Background: an optimization exercise with open tools, aiming at small area, a short achievable clock period and few clock cycles per item. Do not read the settings as production practice.
No run shown here included a check of the RTL's function; only the layout flow was run.
Power is estimated from default activity; no workload was simulated.

`config.mk`:
```
export PLATFORM = sky130hd
export DESIGN_NAME = calculator
export DESIGN_NICKNAME = calculator
export VERILOG_FILES = /design/flow/design.v
export SDC_FILE = /design/flow/constraint.sdc
export NUM_CORES = 4
export LEC_CHECK = 0
export ABC_AREA = 1
export CAP_MARGIN = 20
export CORE_MARGIN = 2
export CORE_UTILIZATION = 50
export SETUP_SLACK_MARGIN = 1.6
export SLEW_MARGIN = 20
```
`constraint.sdc`:
```
create_clock -name core_clock -period 4.0 [get_ports {clk}]
set_input_delay 0.8000 -clock core_clock [delete_from_list [all_inputs] [get_ports {clk}]]
set_output_delay 0.8000 -clock core_clock [all_outputs]
set_load 0.01 [all_outputs]
```
`design.v`:
```
module calculator(
    input  wire        clk,
    input  wire        rst_n,
    input  wire        start,
    input  wire [1:0]  op,
    input  wire [15:0] a,
    input  wire [15:0] b,
    output wire [15:0] result,
    output reg         overflow,
    output reg         done,
    output reg         error
);
reg  [15:0] X, Y, R;
reg  [4:0]  cnt;         
reg  [1:0]  opr;         
reg         sel_q;       
wire is_mul = (opr == 2'b10);
wire is_div = (opr == 2'b11);
wire subtr  = opr[0];
wire addsub = ~opr[1];
wire [16:0] A = {R, Y[15] & ~is_mul};
wire [17:0] T;
pfx_add #(.W(17)) u_add (.a(A), .b({subtr, X}), .ci(subtr), .s(T[16:0]), .co(T[17]));
wire        cy = T[17];                  
wire [15:0] v = {R[11:0], Y[15:12]};
wire [15:0] top_x;
genvar gi;
generate
    for (gi = 0; gi < 16; gi = gi + 1) begin : tx
        if (gi == 15) begin : t
            assign top_x[gi] = 1'b1;
        end else begin : n
            assign top_x[gi] = &X[15:gi+1];
        end
    end
endgenerate
wire cnt_ge4  = |cnt[4:2];
wire skip_mul = cnt_ge4 & is_mul & (Y[15:12] == 4'd0);
wire skip_div = cnt_ge4 & is_div & (R[15:12] == 4'd0) & ~|(v & top_x);
wire skip     = skip_mul | skip_div;
wire skip16   = is_div & (cnt == 5'd16) & ~|(Y & top_x);    
wire use_t = addsub | (is_mul & Y[15]) | (is_div & cy);
wire q     = is_div & cy;
wire [4:0] cnt_m1 = cnt - 5'd1;
wire [4:0] cnt_m4 = cnt - 5'd4;
wire last = skip16 | (skip ? (cnt == 5'd4) : (cnt == 5'd1));
wire busy = |cnt;
wire b_zero    = (b == 16'd0);
wire st_div    = (op == 2'b11);
wire st_addsub = ~op[1];
wire ov_as  = busy & addsub;
wire ov_m   = busy & is_mul;
wire a15    = R[14];
wire ov_next = (overflow & ~ov_as)
             | (ov_m & (R[15] | (skip_mul & |R[14:12])))
             | (ov_m & ~skip_mul & Y[15] & T[16])
             | (ov_as & (a15 == X[15]) & (T[15] ^ a15));
always @(posedge clk) begin
    opr <= op;
    if (start) begin
        X      <= op[0] ? ~b : b;
        Y      <= {st_addsub ? a[0] : a[15], a[14:0]};
        R      <= st_addsub ? {1'b0, a[15:1]} : 16'd0;
        error  <= st_div & b_zero;
        sel_q  <= st_div & ~b_zero;
        overflow <= 1'b0;
    end else begin
        if (skip) begin
            R <= {R[11:0], Y[15:12]};
            Y <= {Y[11:0], 4'd0} & {16{~skip16}};
        end else begin
            R <= use_t ? T[15:0] : {R[14:0], Y[15]};
            Y <= {Y[14:0], q} & {16{~skip16}};
        end
        overflow <= ov_next;
    end
end
always @(posedge clk or negedge rst_n) begin
    if (!rst_n) begin
        cnt  <= 5'd0;
        done <= 1'b0;
    end else if (start) begin
        cnt  <= (st_div & b_zero) ? 5'd0 : (st_addsub ? 5'd1 : 5'd16);
        done <= st_div & b_zero;
    end else begin
        cnt  <= (~busy | skip16) ? 5'd0 : (skip ? cnt_m4 : cnt_m1);
        done <= busy & last;
    end
end
assign result = sel_q ? Y : R;
endmodule
module pfx_add #(parameter W = 16) (
    input  wire [W-1:0] a,
    input  wire [W-1:0] b,
    input  wire         ci,
    output wire [W-1:0] s,
    output wire         co
);
    wire [W:0] g [0:5];
    wire [W:0] p [0:5];
    assign g[0] = {a & b, ci};
    assign p[0] = {a ^ b, 1'b0};
    genvar l, i;
    generate
        for (l = 0; l < 5; l = l + 1) begin : lvl
            for (i = 0; i <= W; i = i + 1) begin : bt
                if (i >= (1 << l)) begin : mg
                    assign g[l+1][i] = g[l][i] | (p[l][i] & g[l][i - (1 << l)]);
                    assign p[l+1][i] = p[l][i] & p[l][i - (1 << l)];
                end else begin : cp
                    assign g[l+1][i] = g[l][i];
                    assign p[l+1][i] = p[l][i];
                end
            end
        end
    endgenerate
    assign s  = p[0][W:1] ^ g[5][W-1:0];
    assign co = g[5][W];
endmodule
```
`flow/run.sh`:
```
#!/bin/bash
# Own layout flow: the standard ORFS layout (standard.sh), with the port
# buffers that global placement inserts made plain buffers
# (sky130_fd_sc_hd__buf_1) instead of the delay cell buffer_ports picks by
# default. Every input and output port still gets its own buffer.
# Full tool output goes to flow.log in the work folder; ORFS's per-step logs
# stay under orfs/logs/.
set -euo pipefail
cd "$(dirname "$0")/.."
bash standard.sh "BUFFER_PORTS_ARGS=-buffer_cell sky130_fd_sc_hd__buf_1" finish > flow.log 2>&1
```
`standard.sh`:
```
#!/bin/bash
# synth_recipe.tcl (not shown) runs the flow's synth.tcl, then flattens the netlist and writes it again
# the make line also repeats each setting of config.mk as NAME=value (left out here)
make -C /OpenROAD-flow-scripts/flow DESIGN_CONFIG=/design/flow/config.mk WORK_HOME=/design/flow/orfs CLKGATE_MAP_FILE= SYNTH_SCRIPT=/design/flow/synth_recipe.tcl "${@:-finish}"
```
==> results of run 1 <==
==> area by class of cell <==
type	instances	area [um^2]	share of cell area
clock buffer	10	127.6	0.02445
clock inverter	6	80.08	0.01534
inverter	71	275.3	0.05275
multi-input combinational	559	2839	0.5440
sequential	59	1396	0.2676
tap	108	135.1	0.02589
timing repair buffer	76	365.4	0.07001
==> critical path, cell delays in order, from the launching register on <==
cell and delay, ns:
edfxtp_1 0.47, ha_1 0.41, nand2_1 0.07, inv_1 0.09
nand3_1 0.12, nor3_1 0.21, nand2_1 0.09, nand2_1 0.12
nand2_4 0.10, buf_4 0.15, nand3_1 0.08, nand3_1 0.10
nand2_1 0.10, nand2_1 0.06
==> registers in the layout, summed over array words and instances (netlist names) <==
name,cells
X,16
error,1
done,1
R,16
sel_q,1
overflow,1
opr,2
Y,16
cnt,5
==> synth_stat cells, drive strengths merged (3+ instances only) <==
library cell	number	area share
nand3	86	0.095
xor2	25	0.048
nor3	12	0.017
edfxtp	18	0.12
o21ai	37	0.040
clkbuf	11	0.0090
nor4	4	0.0055
nand4	4	0.0055
buf	13	0.020
a21oi	43	0.048
nand2	263	0.22
ha	23	0.063
dfrtp	6	0.033
dfxtp	35	0.15
nand3b	3	0.0049
and2	3	0.0041
inv	71	0.058
nor2	49	0.043
==> metrics by stage <==
stage / std cells / util / setup WS [ns] / hold slack [ns] / cell area [um^2]
floorplan: 712 / - / 2.017 / 0.4556 / 4574
global placement: 854 / 0.5459 / 1.307 / 0.4811 / 4807
detailed placement: 854 / 0.5459 / 1.265 / 0.4995 / 4807
CTS: 876 / 0.5774 / 1.649 / 0.3061 / 5085
global route: 889 / 0.5926 / 1.594 / 0.3338 / 5219
finish: 889 / 0.5926 / 1.726 / 0.2972 / 5219
==> routing by layer <==
layer / vias up / wire length, um / global-route usage
li1: 2439 / - / -
met1: 2204 / 6730 / 0.4303
met2: 209 / 6462 / 0.4823
met3: 28 / 1086 / 0.03725
met4: 0 / 386 / 0.1180
met5: - / 0 / 0
==> logic make-up after synthesis <==
kind of cell | share of synthesized area
AO/OA/AOI/OAI | 0.09300
XOR/XNOR | 0.04978
adder cells (fa/ha/maj) | 0.06729
buffers and inverters | 0.08725
flip-flops | 0.3042
AND/OR/NAND/NOR | 0.3985
==> timing repair <==
item / 4_1_cts / 5_1_grt
endpoints found under the setup margin: 47 / 39
resized for setup: 4 / 10
cloned: 1 / 0
pin swaps: 2 / 3
endpoints found under the hold margin: 0 / 0
setup buffers: 5 / 13
==> final timing paths <==
check | cells past startpoint | startpoint | slack [ns] | endpoint
max | 13 | X[10] | 1.73 | R[2]
min | 1 | rst_n | 0.30 | cnt[2]
max reg2reg | 13 | X[10] | 1.73 | R[2]
min reg2reg | 2 | Y[2] | 0.51 | Y[3]
max in group asynchronous | 1 | rst_n | 3.48 | cnt[1]
min in group core_clock | 2 | Y[2] | 0.51 | Y[3]
==> power by group <==
group	switching (mW)	internal [mW]	total (mW)
Sequential	0.157	0.754	0.911
Clock	0.260	0.346	0.605
Combinational	0.993	0.538	1.53
==> impl_metrics.env, run 1 <==
export IMPL_status="finished clean"
export IMPL_final_layout_size_suffix_gt1_frac=0.07682
export IMPL_ir_drop_mv=0.2643
export IMPL_final_nets=837
export IMPL_clock_sinks=59
export IMPL_synth_warnings=2
export IMPL_clkTransAtPathRegs_ns=0.07
export IMPL_wl_mm=14.67
export IMPL_crit_path_end_kind="register"
export IMPL_seq_area_frac_synth=0.3042
export IMPL_synth_seq_cells=59
export IMPL_portBuffers=55
export IMPL_layout_commonest_cell="nand2_1"
export IMPL_arrival_ns=2.51
export IMPL_ys_flop_type="dfxtp_1"
export IMPL_insertedDiodeCount=0
export IMPL_p_leak_nw=2.607
export IMPL_syn_cell_area_um2=4574
export IMPL_layout_common_cells="nand2_1, nand3_1, inv_1"
export IMPL_htree_levels=3
export IMPL_start_kind="register"
export IMPL_postSynthAreaPerCell_um2=6.425
export IMPL_worstMarginPinSlew_ns=0.6345
export IMPL_avgRoutedWirePerCell_um=16.50
export IMPL_die_height_um=99.65
export IMPL_report_final_hold_viol_count=0
export IMPL_grt_start_max_net_pins=33
export IMPL_drc=0
export IMPL_viasPerCell=5.489
export IMPL_final_setup_tns_ns=0
export IMPL_ios=56
export IMPL_dpl_hpwl_mm=11.17
export IMPL_synth_cells=712
export IMPL_synth_fp_nets=773
export IMPL_slew_headroom=0.5759
export IMPL_area_delta_synth_final_pct=14.09
export IMPL_synthDistinctLibCells=37
export IMPL_fp_dieW_um=99.65
export IMPL_vias=4880
export IMPL_grt_use_total=0.3061
export IMPL_gp_congestion=0.9719
export IMPL_grt_pass1_wl_mm=23.44
export IMPL_required_ns=4.24
export IMPL_synth_edf_count=18
export IMPL_fillCellCount=903
export IMPL_antenna_found_initial=0
export IMPL_hold_buffers=0
export IMPL_maxCapViolCount=0
export IMPL_grt_pass1_vias=4624
export IMPL_ant_nets=0
export IMPL_fin_crit_sh=0.5684
export IMPL_min_path_type="in2async"
export IMPL_grt_ovfl_total=0
export IMPL_core_rowCount=34
export IMPL_root_buffer="clkbuf_8"
export IMPL_clock_latency_ns=0.35
export IMPL_clockBufferDepth=2
export IMPL_cts_buffers=9
export IMPL_dr_pass1_iters=12
export IMPL_fin_skew_ns=0.008704
export IMPL_worst_setup_path_type="reg2reg"
export IMPL_tritoncts="built"
export IMPL_setup_viol=0
export IMPL_rsz0062_at_grt="no"
export IMPL_totalPowerFinal_mw=3.047
export IMPL_drtIter0Drc=373
export IMPL_dieArea_um2=9930
export IMPL_start_util=0.5195
export IMPL_core_area_um2=8806
export IMPL_fmax_ghz=0.4398
export IMPL_worst_path_max_fanout=7
export IMPL_synth_async_reset_ratio=0.1017
export IMPL_period_needed_ns=2.274
export IMPL_slew_viol_final=0
export IMPL_powerDensity_nw_per_um2=583.8
==> run 2, diff against run 1 <==
--- a/config.mk
+++ b/config.mk
@@ -9,5 +9,5 @@
 export CAP_MARGIN = 20
 export CORE_MARGIN = 2
 export CORE_UTILIZATION = 50
-export SETUP_SLACK_MARGIN = 1.6
+export SETUP_SLACK_MARGIN = 1.8
 export SLEW_MARGIN = 20
==> run 2 against run 1 <==
  * Critical endpoint is now result[8]
  * Still clean
  * Critical path type is now reg2out
  * Global-route usage is 0.44 points higher
  * Via count is 4.2% higher
  * Design area is 8.5% higher
  * Worst hold slack better by 0.0032 ns
  * Setup slack better by 0.12 ns
==> impl_metrics.env, run 2 <==
export IMPL_synthTopCellsByArea="nand2_1, dfxtp_1, edfxtp_1"
export IMPL_final_nets=852
export IMPL_final_cells=904
export IMPL_ys_top_cells_by_count="nand2_1, nand3_1, inv_1"
export IMPL_dieArea_um2=9930
export IMPL_crit_path_end_kind="primary output"
export IMPL_synthXorXnorAreaFrac=0.04978
export IMPL_rr_worst_depth=11
export IMPL_tritoncts="built"
export IMPL_rsz0062_at_grt="yes"
export IMPL_ios=56
export IMPL_rr_startpoint="X[13]"
export IMPL_clkTransAtPathRegs_ns=0.07
export IMPL_antenna_found_initial=0
export IMPL_avgRoutedWirePerCell_um=16.92
export IMPL_maxCapViolCount=0
export IMPL_worst_setup_path_type="reg2out"
export IMPL_synth_seq_cells=59
export IMPL_slew_headroom=0.5359
export IMPL_postSynthAreaPerCell_um2=6.425
export IMPL_r2r_slack_ns=1.85
export IMPL_fmax_ghz=0.4652
export IMPL_r2r_end="R[2]"
export IMPL_area_delta_synth_final_pct=23.80
export IMPL_synth_warnings=2
export IMPL_dr_pass1_iters=7
export IMPL_synth_cells=712
export IMPL_fp_dieW_um=99.65
export IMPL_worst_path_max_fanout=16
export IMPL_muxShareOfSynthArea=0
export IMPL_ant_nets=0
export IMPL_worst_slack_ns=1.850
export IMPL_drc=0
export IMPL_vias=5085
export IMPL_post_place_ws_ns=1.265
export IMPL_synth_fp_nets=773
export IMPL_grt_pass1_wl_mm=23.76
export IMPL_clock_latency_ns=0.35
export IMPL_clockBufferDepth=2
export IMPL_arrival_ns=1.35
export IMPL_synth_compound_area_frac=0.09300
export IMPL_fillCellCount=842
export IMPL_drtIter0Drc=488
export IMPL_synth_edf_count=18
export IMPL_cp_startpoint="sel_q"
export IMPL_setup_viol=0
export IMPL_htree_levels=3
export IMPL_grt_start_max_net_pins=33
export IMPL_final_layout_size_suffix_gt1_frac=0.1583
export IMPL_syn_cell_area_um2=4574
export IMPL_start_util=0.5195
export IMPL_fin_skew_ns=0.01031
export IMPL_status="finished clean"
export IMPL_place_inst=854
export IMPL_grt_use_total=0.3105
export IMPL_gp_congestion=0.9719
export IMPL_core_rowCount=34
export IMPL_fin_crit_sh=0.5374
export IMPL_p_leak_nw=2.720
export IMPL_root_buffer="clkbuf_8"
export IMPL_yosysMostFrequentCell="nand2_1"
export IMPL_synth_top_area_frac=0.2117
export IMPL_layout_commonest_cell="nand2_1"
export IMPL_insertedDiodeCount=0
export IMPL_yosys_area_top_type="nand2_1"
export IMPL_dpl_hpwl_mm=11.17
export IMPL_ys_flop_type="dfxtp_1"
export IMPL_reg_top3="R x16, X x16, Y x16"
export IMPL_grt_ovfl_total=0
export IMPL_report_final_hold_viol_count=0
export IMPL_min_path_type="in2async"
export IMPL_synth_adder_area_share=0.06729
export IMPL_die_height_um=99.65
export IMPL_worstMarginPinSlew_ns=0.6945
export IMPL_synth_simple_area_share=0.3985
export IMPL_core_area_um2=8806
export IMPL_design_area_um2=5663
export IMPL_ir_drop_mv=0.2605
export IMPL_seq_area_frac_synth=0.3042
export IMPL_clock_sinks=59
export IMPL_period_needed_ns=2.150
export IMPL_cts_buffers=9
export IMPL_required_ns=3.20
export IMPL_wl_mm=15.30
export IMPL_final_setup_tns_ns=0
export IMPL_synth_top_family_by_area="simple AND/OR/NAND/NOR gates"
export IMPL_place_area_um2=4807
export IMPL_slew_viol_final=0
export IMPL_portBuffers=55
export IMPL_totalPowerFinal_mw=3.336
export IMPL_layout_common_cells="nand2_1, nand3_1, inv_1"
export IMPL_grt_pass1_vias=4664
export IMPL_start_kind="register"
export IMPL_powerDensity_nw_per_um2=589.0
export IMPL_synthDistinctLibCells=37
export IMPL_cp_endpoint="result[8]"
export IMPL_synth_async_reset_ratio=0.1017
export IMPL_hold_buffers=0
export IMPL_viasPerCell=5.625
## run 2: layer usage
metal  up-vias  global-route usage  share of wire
li1       2462                   -              -
met1      2282              0.4365           0.43
met2       285              0.4865           0.44
met3        56             0.03935          0.088
met4         0              0.1233          0.036
met5         -                   0              0
## run 2: cell type report
class / instances / area [um^2] / share of cell area
clock buffers: 10 / 127.6 / 0.02254
clock inverters: 6 / 80.08 / 0.01414
inverters: 71 / 277.8 / 0.04905
multi-input cells: 560 / 3119 / 0.5508
flip-flops and latches: 59 / 1401 / 0.2475
well taps: 108 / 135.1 / 0.02386
repair buffers: 90 / 521.8 / 0.09213
## run 2: report_power, final
group          switching [mW]  internal, mW
sequential              0.178         0.757
combinational            1.09         0.700
clock                   0.260         0.346
## run 2: kinds of logic after synthesis
| kind of cell | count (synthesis) |
|---|---|
| flops | 59 |
| compound gates | 83 |
| buf+inv | 95 |
| fa+ha+maj | 24 |
| simple gates | 425 |
| xor+xnor | 26 |
## run 2: how the worst min path moves through the flow
stage                     start  endpoint  slack [ns]  cells past startpoint
after global placement     Y[2]      Y[3]        0.48                      2
final                     rst_n    cnt[2]        0.30                      1
after detailed placement   Y[2]      Y[3]        0.50                      2
after CTS                 rst_n    cnt[2]        0.31                      1
after floorplan            Y[2]      Y[3]        0.46                      2
after global routing      rst_n    cnt[3]        0.33                      1
## run 2: repair_timing
| action | 4_1_cts | 5_1_grt |
|---|---|---|
| setup buffers | 11 | 20 |
| pin swaps | 4 | 22 |
| cloned | 1 | 2 |
| resized for setup | 13 | 75 |
| hold endpoints to repair | 0 | 0 |
| setup endpoints to repair | 55 | 46 |
## run 2: through the flow
stage	hold WS (ns)	util
after floorplan	0.4556	-
after global placement	0.4811	0.5459
after detailed placement	0.4995	0.5459
after CTS	0.3061	0.5889
after global routing	0.3337	0.6431
final	0.3004	0.6431
## run 2: critical path, cell delays in order (launching register included)
cell and delay, ns:
edfxtp_1 0.39, buf_4 0.21, o21ai_0 0.21, buf_1 0.19
==> run 3, diff against run 2 <==
--- a/config.mk
+++ b/config.mk
@@ -9,5 +9,5 @@
 export CAP_MARGIN = 20
 export CORE_MARGIN = 2
 export CORE_UTILIZATION = 50
-export SETUP_SLACK_MARGIN = 1.8
+export SETUP_SLACK_MARGIN = 1.5
 export SLEW_MARGIN = 20
==> run 3 against run 2 <==
  * Synthesized cell count unchanged
  * Non-clock buffer count decreased by 17
  * Flip-flop and latch count unchanged
  * First-iteration DRC count is 20% lower
  * Critical path type is now reg2reg
==> impl_metrics.env, run 3 <==
export IMPL_antenna_found_initial=0
export IMPL_final_layout_size_suffix_gt1_frac=0.07069
export IMPL_synth_fp_nets=773
export IMPL_place_area_um2=4807
export IMPL_min_path_type="in2async"
export IMPL_drc=0
export IMPL_dieArea_um2=9930
export IMPL_yosys_area_top_type="nand2_1"
export IMPL_cp_cell_sequence="inv_2 -> nor2_1 -> inv_1 -> fa_1 -> inv_1 -> nand3_1 -> nand3_1 -> nand2_1 -> nand2_1 -> nand2_4 -> buf_4 -> nand3_1 -> nand3_1 -> nand2_1 -> nand2_1"
export IMPL_final_cells=886
export IMPL_synthTopCellsByArea="nand2_1, dfxtp_1, edfxtp_1"
export IMPL_synth_warnings=2
export IMPL_report_final_hold_viol_count=0
export IMPL_core_area_um2=8806
export IMPL_ios=56
export IMPL_design_area_um2=5177
export IMPL_arrival_ns=2.51
export IMPL_clock_sinks=59
export IMPL_worst_slack_ns=1.728
export IMPL_wl_mm=14.54
export IMPL_powerDensity_nw_per_um2=584.6
export IMPL_die_height_um=99.65
export IMPL_vias=4914
export IMPL_slew_headroom=0.5879
export IMPL_seq_area_frac_synth=0.3042
export IMPL_fmax_ghz=0.4400
export IMPL_maxCapViolCount=0
export IMPL_post_place_ws_ns=1.265
export IMPL_crit_path_end_kind="register"
export IMPL_layout_commonest_cell="nand2_1"
export IMPL_dpl_hpwl_mm=11.17
export IMPL_grt_ovfl_total=0
export IMPL_grt_pass1_wl_mm=23.33
export IMPL_tritoncts="built"
export IMPL_place_inst=854
export IMPL_grt_use_total=0.3047
export IMPL_synth_edf_count=18
export IMPL_area_delta_synth_final_pct=13.18
export IMPL_dr_pass1_iters=7
export IMPL_gp_congestion=0.9719
export IMPL_worst_path_max_fanout=7
export IMPL_ir_drop_mv=0.2639
export IMPL_insertedDiodeCount=0
export IMPL_period_needed_ns=2.272
export IMPL_portBuffers=55
export IMPL_slowest_stage="fa_1"
export IMPL_drtIter0Drc=392
export IMPL_clock_latency_ns=0.35
export IMPL_setup_viol=0
export IMPL_cts_buffers=9
export IMPL_clkTransAtPathRegs_ns=0.07
export IMPL_grt_pass1_vias=4606
export IMPL_crit_buf_inv=4
export IMPL_synthDistinctLibCells=37
export IMPL_cp_slowest_stage_delay_ns=0.40
export IMPL_avgRoutedWirePerCell_um=16.41
export IMPL_final_setup_tns_ns=0
export IMPL_htree_levels=3
export IMPL_yosysMostFrequentCell="nand2_1"
export IMPL_syn_cell_area_um2=4574
export IMPL_totalPowerFinal_mw=3.027
export IMPL_worstMarginPinSlew_ns=0.6167
export IMPL_fin_skew_ns=0.01036
export IMPL_clockBufferDepth=2
export IMPL_final_nets=834
export IMPL_synth_cells=712
export IMPL_p_leak_nw=2.591
export IMPL_r2r_slack_ns=1.73
export IMPL_reg_top3="R x16, X x16, Y x16"
export IMPL_start_util=0.5195
export IMPL_viasPerCell=5.546
export IMPL_core_rowCount=34
export IMPL_ys_top_cells_by_count="nand2_1, nand3_1, inv_1"
export IMPL_grt_start_max_net_pins=33
export IMPL_synth_async_reset_ratio=0.1017
export IMPL_ant_nets=0
export IMPL_slew_viol_final=0
export IMPL_start_kind="register"
export IMPL_fp_dieW_um=99.65
export IMPL_root_buffer="clkbuf_8"
export IMPL_worst_setup_path_type="reg2reg"
export IMPL_synth_top_area_frac=0.2117
export IMPL_layout_common_cells="nand2_1, nand3_1, inv_1"
export IMPL_rsz0062_at_grt="no"
export IMPL_status="finished clean"
export IMPL_postSynthAreaPerCell_um2=6.425
export IMPL_synth_seq_cells=59
export IMPL_required_ns=4.24
export IMPL_ys_flop_type="dfxtp_1"
export IMPL_fin_crit_sh=0.5681
export IMPL_critPathTopFamily="simple AND/OR/NAND/NOR gates"
==> run 3: worst paths after layout <==
check	startpoint	end	depth (start not counted)
setup / recovery	Y[15]	R[2]	15
hold / removal	rst_n	cnt[2]	1
setup reg to reg	Y[15]	R[2]	15
hold reg to reg	Y[2]	Y[3]	2
max in group asynchronous	rst_n	cnt[0]	1
min in group core_clock	Y[2]	Y[3]	2
==> run 3: power by group <==
group	switching (mW)	internal, mW	leakage [nW]
combinational	0.988	0.524	1.94
sequential	0.156	0.754	0.547
clock	0.259	0.346	0.101
==> run 3: logic make-up after synthesis <==
group	count (synthesis)	synth area share
flip-flops	59	0.3042
buffers and inverters	95	0.08725
AND/OR/NAND/NOR	425	0.3985
XOR/XNOR	26	0.04978
AO/OA/AOI/OAI	83	0.09300
adder cells (fa/ha/maj)	24	0.06729
==> run 3: stage by stage <==
stage / hold WS [ns] / util
finish: 0.2998 / 0.5880
global route: 0.3338 / 0.5880
CTS: 0.3061 / 0.5754
detailed placement: 0.4995 / 0.5459
global placement: 0.4811 / 0.5459
floorplan: 0.4556 / -
==> run 3: metal layers <==
metal | GRT usage | part of all wire
met4 | 0.1233 | 0.028
met2 | 0.4761 | 0.44
met1 | 0.4282 | 0.46
met5 | 0 | 0
met3 | 0.03865 | 0.072
==> run 3: cell type report <==
type	instances	area (um^2)
fill	905	3628
multi-input combinational	559	2826
sequential	59	1393
timing repair buffer	73	342.8
inverter	71	272.8
tap	108	135.1
clock buffer	10	127.6
clock inverter	6	80.08
==> run 3: worst reg2reg max path, cell delays in order (launching register included) <==
cell and delay [ns]:
dfxtp_1 0.39, inv_2 0.08, nor2_1 0.15, inv_1 0.07, fa_1 0.40, inv_1 0.09
nand3_1 0.10, nand3_1 0.13, nand2_1 0.07, nand2_1 0.11, nand2_4 0.10, buf_4 0.15
nand3_1 0.08, nand3_1 0.11, nand2_1 0.10, nand2_1 0.05
==> run 3: timing repair <==
item | CTS | global route
hold buffers | 0 | 0
cloned | 1 | 0
resized for setup | 2 | 7
setup buffers | 4 | 11
setup endpoints to repair | 38 | 47
pin swaps | 1 | 4
==> run 4, diff against run 3 <==
--- a/config.mk
+++ b/config.mk
@@ -8,6 +8,6 @@
 export ABC_AREA = 1
 export CAP_MARGIN = 20
 export CORE_MARGIN = 2
-export CORE_UTILIZATION = 50
-export SETUP_SLACK_MARGIN = 1.5
+export CORE_UTILIZATION = 40
+export SETUP_SLACK_MARGIN = 1.6
 export SLEW_MARGIN = 20
==> run 4 against run 3 <==
  * Global-route usage shrank 6.2 points
  * Clock power grew about 20%
  * Synthesized cell count is the same
  * Setup slack lost 0.020 ns
  * Largest power group unchanged
  * Design area grew 3.7%
==> impl_metrics.env, run 4 <==
export IMPL_reg_top3="R x16, X x16, Y x16"
export IMPL_period_needed_ns=2.292
export IMPL_viasPerCell=5.443
export IMPL_core_rowCount=39
export IMPL_cp_cell_sequence="inv_2 -> nor2_1 -> inv_1 -> fa_1 -> inv_1 -> nand3_1 -> nand3_1 -> nand2_1 -> nand2_1 -> nand2_2 -> nand3_1 -> nand3_1 -> nand2_1 -> nand2_1"
export IMPL_synthTopCellsByArea="nand2_1, dfxtp_1, edfxtp_1"
export IMPL_portBuffers=55
export IMPL_start_util=0.4058
export IMPL_grt_pass1_wl_mm=23.66
export IMPL_fin_skew_ns=0.008154
export IMPL_ir_drop_mv=0.2203
export IMPL_rsz0062_at_grt="no"
export IMPL_dieArea_um2=12310
export IMPL_synth_adder_area_share=0.06729
export IMPL_synth_top_family_by_area="simple AND/OR/NAND/NOR gates"
export IMPL_fin_crit_sh=0.5730
export IMPL_drc=0
export IMPL_dpl_hpwl_mm=11.47
export IMPL_grt_use_total=0.2426
export IMPL_synthXorXnorAreaFrac=0.04978
export IMPL_yosysMostFrequentCell="nand2_1"
export IMPL_wl_mm=15.21
export IMPL_clkTransAtPathRegs_ns=0.06
export IMPL_root_buffer="clkbuf_16"
export IMPL_insertedDiodeCount=0
export IMPL_p_leak_nw=2.633
export IMPL_dr_pass1_iters=11
export IMPL_synthDistinctLibCells=37
export IMPL_layout_common_cells="nand2_1, nand3_1, inv_1"
export IMPL_gp_congestion=0.9400
export IMPL_powerDensity_nw_per_um2=595.8
export IMPL_drtIter0Drc=500
export IMPL_grt_pass1_vias=4629
export IMPL_fp_dieW_um=110.9
export IMPL_antenna_found_initial=0
export IMPL_rr_startpoint="Y[15]"
export IMPL_seq_area_frac_synth=0.3042
export IMPL_syn_cell_area_um2=4574
export IMPL_synth_seq_cells=59
export IMPL_clockBufferDepth=2
export IMPL_ys_top_cells_by_count="nand2_1, nand3_1, inv_1"
export IMPL_slowest_stage="fa_1"
export IMPL_synth_cells=712
export IMPL_status="finished clean"
export IMPL_muxShareOfSynthArea=0
export IMPL_slew_headroom=0.2901
export IMPL_report_final_hold_viol_count=0
export IMPL_cts_buffers=9
export IMPL_core_area_um2=11270
export IMPL_area_delta_synth_final_pct=17.37
export IMPL_fmax_ghz=0.4363
export IMPL_crit_path_end_kind="register"
export IMPL_grt_ovfl_total=0
export IMPL_layout_commonest_cell="nand2_1"
export IMPL_final_nets=834
export IMPL_htree_levels=3
export IMPL_grt_start_max_net_pins=38
export IMPL_cp_startpoint="Y[15]"
export IMPL_required_ns=4.23
export IMPL_worst_setup_path_type="reg2reg"
export IMPL_final_setup_tns_ns=0
export IMPL_vias=5013
export IMPL_clock_sinks=59
export IMPL_die_height_um=110.9
export IMPL_ant_nets=0
export IMPL_worst_path_max_fanout=9
export IMPL_start_kind="register"
export IMPL_synth_simple_area_share=0.3985
export IMPL_place_inst=887
export IMPL_avgRoutedWirePerCell_um=16.51
export IMPL_setup_viol=0
export IMPL_synth_warnings=2
export IMPL_arrival_ns=2.52
export IMPL_yosys_area_top_type="nand2_1"
export IMPL_final_cells=921
export IMPL_postSynthAreaPerCell_um2=6.425
export IMPL_final_layout_size_suffix_gt1_frac=0.08098
export IMPL_slew_viol_final=0
export IMPL_min_path_type="in2async"
export IMPL_clock_latency_ns=0.34
export IMPL_synth_async_reset_ratio=0.1017
export IMPL_cp_slowest_stage_delay_ns=0.40
export IMPL_maxCapViolCount=0
export IMPL_ys_flop_type="dfxtp_1"
export IMPL_synth_compound_area_frac=0.09300
export IMPL_synth_edf_count=18
export IMPL_synth_fp_nets=773
export IMPL_ios=56
export IMPL_tritoncts="built"
export IMPL_worstMarginPinSlew_ns=1.065
export IMPL_synth_top_area_frac=0.2117
[run 4: cell counts after synthesis]
No cell type changed its count.
[run 4: timing repair]
item	CTS	global route
cloned	1	2
resized for setup	4	14
hold buffers	0	0
endpoints found under the setup margin	49	39
buffers inserted	3	12
pin swaps	1	3
[run 4: final cells by class]
type,count,area [um^2]
Fill cell,1196,5903
Multi-Input combinational cell,561,2887
Sequential cell,59,1394
Timing Repair Buffer,71,356.6
Inverter,71,275.3
Clock buffer,9,225.2
Tap cell,143,178.9
Clock inverter,7,52.55
[run 4: worst max-delay path: cells and delay by family (launching register included)]
family / cells / cell delay, ns
and+or+nand+nor: 10 / 1.16
adders and majority gates: 1 / 0.40
DFF: 1 / 0.38
buffers and inverters: 3 / 0.24
[run 4: stage by stage]
step	hold WS [ns]	util	power (mW)	cell area, um^2	setup slack [ns]
after floorplan	0.4556	-	1.946	4574	2.017
after global placement	0.4841	0.4290	2.357	4836	1.269
after detailed placement	0.4865	0.4290	2.360	4836	1.281
after CTS	0.3226	0.4603	3.109	5189	1.564
after global routing	0.3414	0.4763	3.444	5369	1.575
final	0.3181	0.4763	3.199	5369	1.708
[run 4: per-layer routing]
layer  up-vias  global-route usage  share of wire
li1       2433                   -              -
met1      2263              0.3472           0.44
met2       269              0.3607           0.44
met3        48             0.03991          0.085
met4         0              0.1050          0.035
met5         -                   0              0
[run 4: power by group]
group | leakage (nW) | internal [mW] | total (mW) | switching (mW)
clock | 0.136 | 0.422 | 0.726 | 0.304
combinational | 1.95 | 0.550 | 1.55 | 1.00
sequential | 0.547 | 0.756 | 0.921 | 0.165
total | 2.63 | 1.73 | 3.20 | 1.47
[run 4: cells by family after synthesis]
group | after synthesis
fa+ha+maj | 24
xor+xnor | 26
flops | 59
buf+inv | 95
compound gates | 83
simple gates | 425
[run 4: worst paths after layout]
path                       slack [ns]      to  cells past startpoint
max in group asynchronous        3.45  cnt[4]                      1
hold reg to reg                  0.50    Y[3]                      2
hold / removal                   0.32  cnt[3]                      1
min in group core_clock          0.50    Y[3]                      2
setup reg to reg                 1.71    R[2]                     14
setup / recovery                 1.71    R[2]                     14
==> run 5, diff against run 4 <==
--- a/config.mk
+++ b/config.mk
@@ -8,6 +8,7 @@
 export ABC_AREA = 1
 export CAP_MARGIN = 20
 export CORE_MARGIN = 2
-export CORE_UTILIZATION = 40
+export CORE_UTILIZATION = 50
 export SETUP_SLACK_MARGIN = 1.6
 export SLEW_MARGIN = 20
+export TNS_END_PERCENT = 10
==> run 5 against run 4 <==
  * Routed wire length is 5.0% lower
  * Highest routed layer unchanged
  * Synthesized area unchanged
  * Worst hold slack worse by 0.015 ns
  * Sequential power down 1%
  * Largest cell class unchanged
  * Design area decreased by 4.3%
  * Synthesized cell count stayed put
  * Register-to-register slack got worse by 0.08 ns
  * Count of clock-buffer cells in the layout up 1
  * Via count fell by 1.9%
  * Sequential share of layout area increased by 1.1 points
  * Largest power group unchanged
  * Core utilization is 11 points higher
  * Combinational power fell by 3%
  * Critical endpoint unchanged
==> impl_metrics.env, run 5 <==
export IMPL_yosysMostFrequentCell="nand2_1"
export IMPL_synth_cells=712
export IMPL_gp_congestion=0.9719
export IMPL_ys_top_cells_by_count="nand2_1, nand3_1, inv_1"
export IMPL_final_setup_tns_ns=0
export IMPL_muxShareOfSynthArea=0
export IMPL_powerDensity_nw_per_um2=585.3
export IMPL_synth_warnings=2
export IMPL_fin_crit_sh=0.5935
export IMPL_viasPerCell=5.580
export IMPL_reg_top3="R x16, X x16, Y x16"
export IMPL_drtIter0Drc=383
export IMPL_fin_skew_ns=0.01150
export IMPL_syn_cell_area_um2=4574
export IMPL_p_switching_mw=1.391
export IMPL_fmax_ghz=0.4212
export IMPL_synth_async_reset_ratio=0.1017
export IMPL_period_needed_ns=2.374
export IMPL_slowest_stage="edfxtp_1"
export IMPL_synth_seq_cells=59
export IMPL_final_cells=881
export IMPL_synth_edf_count=18
export IMPL_cp_cell_sequence="ha_1 -> a21oi_1 -> nand2_1 -> nand2_1 -> nand3_1 -> nand2_1 -> nand2_1 -> nand2_4 -> nand2_4 -> nand2_1 -> nand3_1 -> nand2_1 -> nand2_1"
export IMPL_synthDistinctLibCells=37
export IMPL_ys_flop_type="dfxtp_1"
export IMPL_cp_slowest_stage_delay_ns=0.50
export IMPL_yosys_area_top_type="nand2_1"
export IMPL_synth_top_area_frac=0.2117
export IMPL_wl_mm=14.45
export IMPL_final_nets=829
export IMPL_seqPwrFrac=0.303
export IMPL_p_leak_nw=2.569
export IMPL_synthTopCellsByArea="nand2_1, dfxtp_1, edfxtp_1"
export IMPL_place_inst=854
export IMPL_synth_adder_area_share=0.06729
export IMPL_hold_slack_ns=0.3031
export IMPL_status="finished clean"
export IMPL_grt_start_max_net_pins=33
export IMPL_report_final_hold_viol_count=0
export IMPL_maxCapViolCount=0
export IMPL_insertedDiodeCount=0
export IMPL_synthXorXnorAreaFrac=0.04978
export IMPL_slew_headroom=0.5789
export IMPL_slew_viol_final=0
export IMPL_cp_common_cell="nand2_1"
export IMPL_required_ns=4.24
export IMPL_synth_top_family_by_area="simple AND/OR/NAND/NOR gates"
export IMPL_worst_setup_path_type="reg2reg"
export IMPL_dieArea_um2=9930
export IMPL_start_util=0.5195
export IMPL_area_delta_synth_final_pct=12.34
export IMPL_hold_buffers=0
export IMPL_synth_simple_area_share=0.3985
export IMPL_dpl_hpwl_mm=11.17
export IMPL_synth_fp_nets=773
export IMPL_fillCellCount=905
export IMPL_clkTransAtPathRegs_ns=0.07
export IMPL_portBuffers=55
export IMPL_grt_pass1_vias=4609
export IMPL_dr_pass1_iters=5
export IMPL_antenna_found_initial=0
export IMPL_start_kind="register"
export IMPL_crit_buf_inv=0
export IMPL_critPathTopFamily="simple AND/OR/NAND/NOR gates"
export IMPL_core_rowCount=34
export IMPL_grt_pass1_wl_mm=23.34
export IMPL_layout_common_cells="nand2_1, nand3_1, inv_1"
export IMPL_clock_sinks=59
export IMPL_synth_compound_area_frac=0.09300
export IMPL_layout_commonest_cell="nand2_1"
export IMPL_clockBufferDepth=2
export IMPL_avgRoutedWirePerCell_um=16.40
export IMPL_grt_use_total=0.3048
export IMPL_totalPowerFinal_mw=3.007
export IMPL_sw_frac_of_total=0.4627
export IMPL_postSynthAreaPerCell_um2=6.425
export IMPL_ant_nets=0
export IMPL_power_share_combinational=0.498
export IMPL_ir_drop_mv=0.2621
export IMPL_tritoncts="built"
export IMPL_worstMarginPinSlew_ns=0.6301
export IMPL_cts_buffers=9
export IMPL_clock_power_share=0.199
export IMPL_internal_power_mw=1.616
export IMPL_core_area_um2=8806
export IMPL_htree_levels=3
export IMPL_grt_ovfl_total=0
export IMPL_setup_viol=0
export IMPL_crit_path_end_kind="register"
export IMPL_fp_dieW_um=99.65
export IMPL_ios=56
export IMPL_final_layout_size_suffix_gt1_frac=0.06339
export IMPL_drc=0
export IMPL_arrival_ns=2.61
export IMPL_clock_latency_ns=0.35
export IMPL_root_buffer="clkbuf_8"
export IMPL_vias=4916
export IMPL_seq_area_frac_synth=0.3042
export IMPL_min_path_type="in2async"
export IMPL_die_height_um=99.65
export IMPL_worst_path_max_fanout=19
export IMPL_rsz0062_at_grt="yes"
## run 5: path summary, 6_finish.rpt
check                      slack, ns  cells after the start  start      to
max                             1.63                     13   X[4]    R[2]
max reg2reg                     1.63                     13   X[4]    R[2]
min                             0.30                      1  rst_n  cnt[2]
min in group core_clock         0.51                      2   Y[2]    Y[3]
min reg2reg                     0.51                      2   Y[2]    Y[3]
max in group asynchronous       3.48                      1  rst_n  cnt[0]
## run 5: power by group through the flow
stage	sequential, mW	combinational, mW	clock, mW
2_1_floorplan	0.853	1.09	0
3_3_place_gp	0.929	1.42	0
3_5_place_dp	0.928	1.43	0
4_1_cts	0.913	1.46	0.603
5_1_grt	0.925	1.71	0.633
6_report	0.912	1.50	0.599
## run 5: per-layer routing
| metal | vias to the layer above | global-route usage | share of wire |
|---|---|---|---|
| li1 | 2421 | - | - |
| met2 | 214 | 0.4766 | 0.45 |
| met3 | 29 | 0.03865 | 0.075 |
| met1 | 2252 | 0.4282 | 0.45 |
| met4 | 0 | 0.1233 | 0.026 |
| met5 | - | 0 | 0 |
## run 5: layout make-up
cell class,count,area (um^2),share of cell area
Clock buffer,10,127.6,0.02484
Clock inverter,6,80.08,0.01558
Inverter,71,272.8,0.05308
Multi-Input combinational cell,559,2826,0.5500
Sequential cell,59,1391,0.2708
Tap cell,108,135.1,0.02630
Timing Repair Buffer,68,305.3,0.05941
## run 5: timing repair
action / in CTS / in global routing
gates resized for setup: 4 / 4
buffers inserted: 4 / 6
gates cloned: 1 / 0
pin swaps: 2 / 2
setup endpoints to repair: 47 / 48
## run 5: logic make-up (layout without fill, tap and decap cells)
family                     Yosys count  in the layout
buffers and inverters               95            155
xor gates and xnor gates            26             26
and+or+nand+nor                    425            426
AOI/OAI and AO/OA                   83             83
DFF                                 59             59
adders and majority gates           24             24
## run 5: per-stage QoR
step,setup slack [ns],util,cell area (um^2)
final,1.626,0.5835,5139
after floorplan,2.017,-,4574
after CTS,1.523,0.5766,5077
after detailed placement,1.265,0.5459,4807
after global placement,1.307,0.5459,4807
after global routing,1.420,0.5835,5139
## run 5: worst reg2reg max path, cell delays in order, from the launching register on
cell	delay [ns]
edfxtp_1	0.50
ha_1	0.38
a21oi_1	0.25
nand2_1	0.09
nand2_1	0.07
nand3_1	0.11
nand2_1	0.09
nand2_1	0.09
nand2_4	0.20
nand2_4	0.16
nand2_1	0.12
nand3_1	0.08
nand2_1	0.10
nand2_1	0.05
==> run 6, diff against run 5 <==
--- a/design.v
+++ b/design.v
@@ -8,7 +8,7 @@
     output wire [15:0] result,
     output reg         overflow,
     output reg         done,
-    output reg         error
+    output wire        error
 );
 reg  [15:0] X, Y, R;
 reg  [4:0]  cnt;         
@@ -61,7 +61,6 @@
         X      <= op[0] ? ~b : b;
         Y      <= {st_addsub ? a[0] : a[15], a[14:0]};
         R      <= st_addsub ? {1'b0, a[15:1]} : 16'd0;
-        error  <= st_div & b_zero;
         sel_q  <= st_div & ~b_zero;
         overflow <= 1'b0;
     end else begin
@@ -88,6 +87,7 @@
     end
 end
 assign result = sel_q ? Y : R;
+assign error  = is_div & ~sel_q;         
 endmodule
 module pfx_add #(parameter W = 16) (
     input  wire [W-1:0] a,
--- a/config.mk
+++ b/config.mk
@@ -11,4 +11,3 @@
 export CORE_UTILIZATION = 50
 export SETUP_SLACK_MARGIN = 1.6
 export SLEW_MARGIN = 20
-export TNS_END_PERCENT = 10
==> run 6 against run 5 <==
  * Critical path type is now reg2out
  * Synthesized area rose by 0.19%
  * Routed wire length rose by 14%
  * Largest cell class unchanged
  * Highest routed layer unchanged
  * Worst hold slack improved by 0.0092 ns
  * Register-to-register slack improved by 0.07 ns
  * First-iteration DRC count rose by 53%
  * Sequential share of layout area fell by 2.1 points
  * Critical endpoint is now result[8]
  * Via count rose by 7.0%
==> impl_metrics.env, run 6 <==
export IMPL_rsz0062_at_grt="yes"
export IMPL_muxShareOfSynthArea=0
export IMPL_fmax_ghz=0.4338
export IMPL_fin_crit_sh=0.5764
export IMPL_powerDensity_nw_per_um2=549.2
export IMPL_fp_dieW_um=99.74
export IMPL_dr_pass1_iters=12
export IMPL_ys_top_cells_by_count="nand2_1, nand3_1, nor2_1"
export IMPL_required_ns=3.20
export IMPL_final_nets=851
export IMPL_wl_mm=16.50
export IMPL_p_leak_nw=2.595
export IMPL_final_setup_tns_ns=0
export IMPL_core_area_um2=8806
export IMPL_ios=56
export IMPL_syn_cell_area_um2=4583
export IMPL_vias=5258
export IMPL_synth_warnings=2
export IMPL_seqPwrFrac=0.294
export IMPL_synthDistinctLibCells=36
export IMPL_grt_ovfl_total=0
export IMPL_synth_seq_cells=58
export IMPL_clockBufferDepth=2
export IMPL_insertedDiodeCount=0
export IMPL_ir_drop_mv=0.2698
export IMPL_rr_worst_depth=15
export IMPL_grt_pass1_vias=4910
export IMPL_hold_slack_ns=0.3122
export IMPL_place_area_um2=4818
export IMPL_synth_cells=709
export IMPL_maxCapViolCount=0
export IMPL_design_area_um2=5472
export IMPL_dieArea_um2=9948
export IMPL_synth_top_area_frac=0.1761
export IMPL_slew_viol_final=0
export IMPL_synth_adder_area_share=0.06716
export IMPL_synthXorXnorAreaFrac=0.05160
export IMPL_slew_headroom=0.2662
export IMPL_seq_area_frac_synth=0.2970
export IMPL_clkTransAtPathRegs_ns=0.08
export IMPL_yosys_area_top_type="nand2_1"
export IMPL_root_buffer="clkbuf_8"
export IMPL_cts_buffers=9
export IMPL_crit_cells=3
export IMPL_synth_edf_count=17
export IMPL_start_util=0.5205
export IMPL_synth_compound_area_frac=0.08272
export IMPL_dpl_hpwl_mm=11.66
export IMPL_worst_path_max_fanout=4
export IMPL_layout_commonest_cell="nand2_1"
export IMPL_crit_path_end_kind="primary output"
export IMPL_clock_power_share=0.186
export IMPL_arrival_ns=1.51
export IMPL_tritoncts="built"
export IMPL_hold_buffers=0
export IMPL_antenna_found_initial=0
export IMPL_core_rowCount=34
export IMPL_synth_top_family_by_area="simple AND/OR/NAND/NOR gates"
export IMPL_power_share_combinational=0.520
export IMPL_gp_congestion=0.9436
export IMPL_synth_async_reset_ratio=0.1034
export IMPL_grt_use_total=0.3283
export IMPL_synth_simple_area_share=0.4141
export IMPL_htree_levels=3
export IMPL_min_path_type="in2async"
export IMPL_sw_frac_of_total=0.4700
export IMPL_postSynthAreaPerCell_um2=6.464
export IMPL_totalPowerFinal_mw=3.005
export IMPL_yosysMostFrequentCell="nand2_1"
export IMPL_area_delta_synth_final_pct=19.38
export IMPL_final_layout_size_suffix_gt1_frac=0.1220
export IMPL_layout_common_cells="nand2_1, nand3_1, nor2_1"
export IMPL_crit_buf_inv=2
export IMPL_synthTopCellsByArea="nand2_1, dfxtp_1, edfxtp_1"
export IMPL_p_switching_mw=1.412
export IMPL_drtIter0Drc=586
export IMPL_setup_viol=0
export IMPL_status="finished clean"
export IMPL_grt_pass1_wl_mm=25.03
export IMPL_internal_power_mw=1.593
export IMPL_cp_slowest_stage_delay_ns=0.47
export IMPL_report_final_hold_viol_count=0
export IMPL_synth_fp_nets=770
export IMPL_period_needed_ns=2.305
export IMPL_grt_start_max_net_pins=47
export IMPL_slowest_stage="edfxtp_1"
export IMPL_worstMarginPinSlew_ns=1.093
export IMPL_cp_cell_sequence="buf_4 -> o21ai_0 -> buf_1"
export IMPL_avgRoutedWirePerCell_um=18.27
export IMPL_die_height_um=99.74
export IMPL_fin_skew_ns=0.01006
export IMPL_reg_top3="R x16, X x16, Y x16"
export IMPL_clock_latency_ns=0.36
export IMPL_ant_nets=0
export IMPL_ys_flop_type="dfxtp_1"
export IMPL_critPathTopFamily="flip-flops"
export IMPL_viasPerCell=5.823
export IMPL_start_kind="register"
export IMPL_drc=0
export IMPL_clock_sinks=58
export IMPL_worst_setup_path_type="reg2out"
export IMPL_portBuffers=55
[run 6: cell types whose count changed after synthesis, moves of 3 or more]
cell      previous run  this run
nand2_1            258       215
nor2_1              45        76
a21oi_1             42        31
nand3_1             85        96
nand4_1              4        14
nor3_1              10         3
inv_1               68        74
nand3b_1             3         7
clkbuf_1            11         8
inv_2                3         0
[run 6: power by group through the flow]
stage          clock [mW]  sequential (mW)  combinational [mW]
2_1_floorplan           0            0.837                1.01
3_3_place_gp            0            0.903                1.34
3_5_place_dp            0            0.901                1.34
4_1_cts             0.554            0.879                1.40
5_1_grt             0.579            0.893                1.73
6_report            0.560            0.883                1.56
[run 6: path summary, 6_finish.rpt]
| path | start | endpoint | slack, ns |
|---|---|---|---|
| max | sel_q | result[8] | 1.69 |
| min reg2reg | cnt[1] | cnt[1] | 0.53 |
| min in group core_clock | cnt[1] | cnt[1] | 0.53 |
| max in group asynchronous | rst_n | cnt[1] | 3.43 |
| min | rst_n | cnt[4] | 0.31 |
| max reg2reg | cnt[2] | Y[0] | 1.70 |
[run 6: worst register-to-register path: cells and delay by family (launching register included)]
kind                       cells  cell delay (ns)
and+or+nand+nor               11             1.38
buffers and inverters          2             0.11
DFF                            1             0.37
adders and majority gates      2             0.33
[run 6: stage by stage]
| stage | instances | utilization | setup slack, ns |
|---|---|---|---|
| 2_1_floorplan | 709 | - | 1.891 |
| 3_3_place_gp | 854 | 0.5472 | 0.9321 |
| 3_5_place_dp | 854 | 0.5472 | 0.8734 |
| 4_1_cts | 883 | 0.5884 | 1.628 |
| 5_1_grt | 903 | 0.6213 | 1.590 |
| 6_report | 903 | 0.6213 | 1.695 |
[run 6: repair_timing]
action	in CTS	in global routing
pin swaps	2	19
cloned	4	5
resized for setup	16	41
endpoints found under the setup margin	56	40
buffers inserted	9	15
[run 6: layout make-up]
| cell class | instances | area [um^2] |
|---|---|---|
| fillers | 880 | 3334 |
| well taps | 108 | 135.1 |
| clock buffers | 11 | 131.4 |
| inverters | 74 | 277.8 |
| flip-flops and latches | 58 | 1369 |
| clock inverters | 5 | 55.05 |
| multi-input cells | 566 | 3069 |
| repair buffers | 81 | 434.2 |
[run 6: kinds of logic after synthesis]
kind of cell	count (synthesis)
buf+inv	94
flops	58
simple gates	433
compound gates	73
fa+ha+maj	24
xor+xnor	27
[run 6: routing by layer]
metal,up-vias,GRT usage,share of wire
met5,-,0,0
met4,0,0.1275,0.038
met1,2391,0.4330,0.41
li1,2492,-,-
met2,330,0.5307,0.45
met3,45,0.06535,0.10
==> run 7, diff against run 6 <==
--- a/design.v
+++ b/design.v
@@ -38,12 +38,11 @@
 wire skip_mul = cnt_ge4 & is_mul & (Y[15:12] == 4'd0);
 wire skip_div = cnt_ge4 & is_div & (R[15:12] == 4'd0) & ~|(v & top_x);
 wire skip     = skip_mul | skip_div;
-wire skip16   = is_div & (cnt == 5'd16) & ~|(Y & top_x);    
 wire use_t = addsub | (is_mul & Y[15]) | (is_div & cy);
 wire q     = is_div & cy;
 wire [4:0] cnt_m1 = cnt - 5'd1;
 wire [4:0] cnt_m4 = cnt - 5'd4;
-wire last = skip16 | (skip ? (cnt == 5'd4) : (cnt == 5'd1));
+wire last = skip ? (cnt == 5'd4) : (cnt == 5'd1);
 wire busy = |cnt;
 wire b_zero    = (b == 16'd0);
 wire st_div    = (op == 2'b11);
@@ -66,10 +65,10 @@
     end else begin
         if (skip) begin
             R <= {R[11:0], Y[15:12]};
-            Y <= {Y[11:0], 4'd0} & {16{~skip16}};
+            Y <= {Y[11:0], 4'd0};
         end else begin
             R <= use_t ? T[15:0] : {R[14:0], Y[15]};
-            Y <= {Y[14:0], q} & {16{~skip16}};
+            Y <= {Y[14:0], q};
         end
         overflow <= ov_next;
     end
@@ -82,7 +81,7 @@
         cnt  <= (st_div & b_zero) ? 5'd0 : (st_addsub ? 5'd1 : 5'd16);
         done <= st_div & b_zero;
     end else begin
-        cnt  <= (~busy | skip16) ? 5'd0 : (skip ? cnt_m4 : cnt_m1);
+        cnt  <= ~busy ? 5'd0 : (skip ? cnt_m4 : cnt_m1);
         done <= busy & last;
     end
 end
--- a/config.mk
+++ b/config.mk
@@ -11,3 +11,4 @@
 export CORE_UTILIZATION = 50
 export SETUP_SLACK_MARGIN = 1.6
 export SLEW_MARGIN = 20
+export TNS_END_PERCENT = 10
==> run 7 against run 6 <==
  * Still clean
  * Sequential power up 1%
  * Worst hold slack worse by 0.0085 ns
  * Die area fell by 4.4%
  * Sequential share of layout area rose by 2.6 points
  * Final cell count fell by 8.5%
  * Critical endpoint is now Y[13]
  * Highest routed layer unchanged
==> impl_metrics.env, run 7 <==
export IMPL_required_ns=4.24
export IMPL_hold_slack_ns=0.3038
export IMPL_ant_nets=0
export IMPL_rsz0062_at_grt="yes"
export IMPL_grt_use_met1=0.3711
export IMPL_final_nets=774
export IMPL_arrival_ns=2.60
export IMPL_viasPerCell=5.378
export IMPL_fin_skew_ns=0.01511
export IMPL_reg_top3="R x16, X x16, Y x16"
export IMPL_dpl_hpwl_mm=9.897
export IMPL_start_kind="register"
export IMPL_synth_warnings=2
export IMPL_busiest_layer="met2"
export IMPL_slowest_stage="dfrtp_1"
export IMPL_grt_use_total=0.2762
export IMPL_htree_levels=3
export IMPL_grt_pass1_wl_mm=20.97
export IMPL_final_setup_tns_ns=0
export IMPL_worstMarginPinSlew_ns=0.7044
export IMPL_synthTopCellsByArea="nand2_1, dfxtp_1, edfxtp_1"
export IMPL_root_buffer="clkbuf_8"
export IMPL_synth_cells=661
export IMPL_drtIter0Drc=309
export IMPL_area_delta_synth_final_pct=13.21
export IMPL_synth_edf_count=17
export IMPL_totalPowerFinal_mw=3.109
export IMPL_status="finished clean"
export IMPL_multi_input_area_um2=2649
export IMPL_synthDistinctLibCells=38
export IMPL_clockBufferDepth=2
export IMPL_critPathTopFamily="simple AND/OR/NAND/NOR gates"
export IMPL_final_layout_size_suffix_gt1_frac=0.08496
export IMPL_ys_flop_type="dfxtp_1"
export IMPL_cp_cell_sequence="inv_1 -> ha_1 -> ha_1 -> nor3_1 -> o2111ai_1 -> nor2_2 -> nand2_1 -> nand2_8 -> nand2_1 -> nand3_1 -> nand2_1"
export IMPL_crit_path_end_kind="register"
export IMPL_vias=4442
export IMPL_clock_sinks=58
export IMPL_regArea_um2=1366
export IMPL_worst_setup_path_type="reg2reg"
export IMPL_cp_common_cell="nand2_1"
export IMPL_portBuffers=55
export IMPL_ir_drop_mv=0.2923
export IMPL_insertedDiodeCount=0
export IMPL_fp_dieW_um=97.55
export IMPL_layout_common_cells="nand2_1, nand3_1, inv_1"
export IMPL_report_final_hold_viol_count=0
export IMPL_place_area_um2=4629
export IMPL_crit_buf_inv=1
export IMPL_powerDensity_nw_per_um2=627.7
export IMPL_clock_latency_ns=0.35
export IMPL_core_rowCount=34
export IMPL_fin_crit_sh=0.5891
export IMPL_synth_top_area_frac=0.1827
export IMPL_slew_viol_final=0
export IMPL_design_area_um2=4954
export IMPL_gp_congestion=0.9284
export IMPL_grt_pass1_vias=4207
export IMPL_fmax_ghz=0.4244
export IMPL_tritoncts="built"
export IMPL_yosys_area_top_type="nand2_1"
export IMPL_yosysMostFrequentCell="nand2_1"
export IMPL_dieArea_um2=9515
export IMPL_grt_util_met3=0.04532
export IMPL_slew_headroom=0.5304
export IMPL_drc=0
export IMPL_synth_seq_cells=58
export IMPL_fillCellCount=867
export IMPL_die_height_um=97.55
export IMPL_avgRoutedWirePerCell_um=15.83
export IMPL_wl_mm=13.07
export IMPL_maxCapViolCount=0
export IMPL_synth_async_reset_ratio=0.1034
export IMPL_clkTransAtPathRegs_ns=0.08
export IMPL_ys_top_cells_by_count="nand2_1, nand3_1, inv_1"
export IMPL_dr_pass1_iters=5
export IMPL_start_util=0.5092
export IMPL_min_path_type="in2async"
export IMPL_setup_viol=0
export IMPL_ios=56
export IMPL_layout_commonest_cell="nand2_1"
export IMPL_p_leak_nw=2.477
export IMPL_seq_area_frac_synth=0.3111
export IMPL_syn_cell_area_um2=4375
export IMPL_synth_fp_nets=722
export IMPL_grt_util_met2=0.4562
export IMPL_cp_slowest_stage_delay_ns=0.41
export IMPL_antenna_found_initial=0
export IMPL_grt_ovfl_total=0
export IMPL_worst_path_max_fanout=37
export IMPL_core_area_um2=8593
export IMPL_cts_buffers=9
export IMPL_grt_start_max_net_pins=38
export IMPL_period_needed_ns=2.357
export IMPL_postSynthAreaPerCell_um2=6.619
==> run 7: cell count changes after synthesis, sizes merged, moves of 4 or more <==
cell	delta
a21oi	+13
nand2	+12
nand3b	-7
nor3	+4
nand4	-9
nand3	-15
nor2	-47
clkbuf	+4
==> run 7: area by class of cell <==
| type | count | area share |
|---|---|---|
| inverters | 77 | 0.05835 |
| repair buffers | 63 | 0.05557 |
| clock buffers | 11 | 0.03511 |
| flip-flops and latches | 58 | 0.2758 |
| clock inverters | 5 | 0.01313 |
| well taps | 108 | 0.02728 |
| multi-input cells | 504 | 0.5347 |
==> run 7: what timing repair did <==
action / CTS / global route
setup endpoints to repair: 21 / 32
hold buffers: 0 / 0
resized for setup: 0 / 10
buffers inserted: 2 / 2
==> run 7: per-layer routing <==
layer	wire, um	vias up
li1	-	2243
met2	6043	177
met3	697	35
met1	5970	1987
met5	0	-
met4	361	0
==> run 7: path summary, 6_finish.rpt <==
check	cells past startpoint	to	start	slack (ns)
max	11	Y[13]	cnt[2]	1.64
min	1	cnt[3]	rst_n	0.30
max reg2reg	11	Y[13]	cnt[2]	1.64
min reg2reg	2	Y[3]	Y[2]	0.51
max in group asynchronous	1	cnt[4]	rst_n	3.45
min in group core_clock	2	Y[3]	Y[2]	0.51
==> run 7: stage by stage <==
stage,instances,utilization,setup WS (ns)
floorplan,661,-,1.979
global placement,805,0.5387,1.547
detailed placement,805,0.5387,1.542
CTS,823,0.5683,1.548
global route,826,0.5764,1.486
finish,826,0.5764,1.643
==> run 7: logic make-up after synthesis <==
| kind of cell | count (synthesis) | share of synthesized area |
|---|---|---|
| xor gates and xnor gates | 27 | 0.05405 |
| DFF | 58 | 0.3111 |
| AOI/OAI and AO/OA | 85 | 0.1024 |
| adders and majority gates | 24 | 0.07035 |
| and+or+nand+nor | 368 | 0.3706 |
| buffers and inverters | 99 | 0.09150 |
==> run 7: where the power goes <==
| group | internal (mW) | leakage [nW] | switching, mW | total [mW] |
|---|---|---|---|---|
| clock network | 0.370 | 0.121 | 0.279 | 0.649 |
| logic | 0.544 | 1.82 | 1.02 | 1.57 |
| registers | 0.743 | 0.537 | 0.150 | 0.893 |
| total | 1.66 | 2.48 | 1.45 | 3.11 |

what the ideal ports hide:
In the flow no input, the clock included, has a driving cell. The finished layouts below were timed again as built, in two steps. Step 1, drivers: a clkbuf_16 drives clk and a buf_2 each remaining input, both assumed. Step 2, shift: input delay + t, output delay - t, t = (earliest + latest rising clock arrival at the registers) / 2. This alone moves slack from input paths to output paths. Slacks: ideal ports / drivers / drivers and shift; pairs: ideal ports / drivers.
run	shift t [ns]	setup WS [ns]	clock arrival spread, ns	worst data-port slew with drivers (ns)
run 1	0.382	1.726 / 1.726 / 1.726	0.008 / 0.009	0.03
run 2	0.382	1.850 / 1.816 / 1.721	0.011 / 0.010	0.03
run 3	0.380	1.728 / 1.728 / 1.728	0.010 / 0.011	0.03
run 4	0.371	1.708 / 1.708 / 1.645	0.008 / 0.008	0.04
run 5	0.374	1.626 / 1.626 / 1.626	0.012 / 0.011	0.03
run 6	0.383	1.695 / 1.664 / 1.471	0.010 / 0.010	0.03
run 7	0.378	1.643 / 1.644 / 1.559	0.016 / 0.015	0.03
After both steps setup and hold are still met in every run listed. For run 6, which loses most, drivers alone change the setup slack by -0.031 ns; drivers and shift together by -0.224 ns.
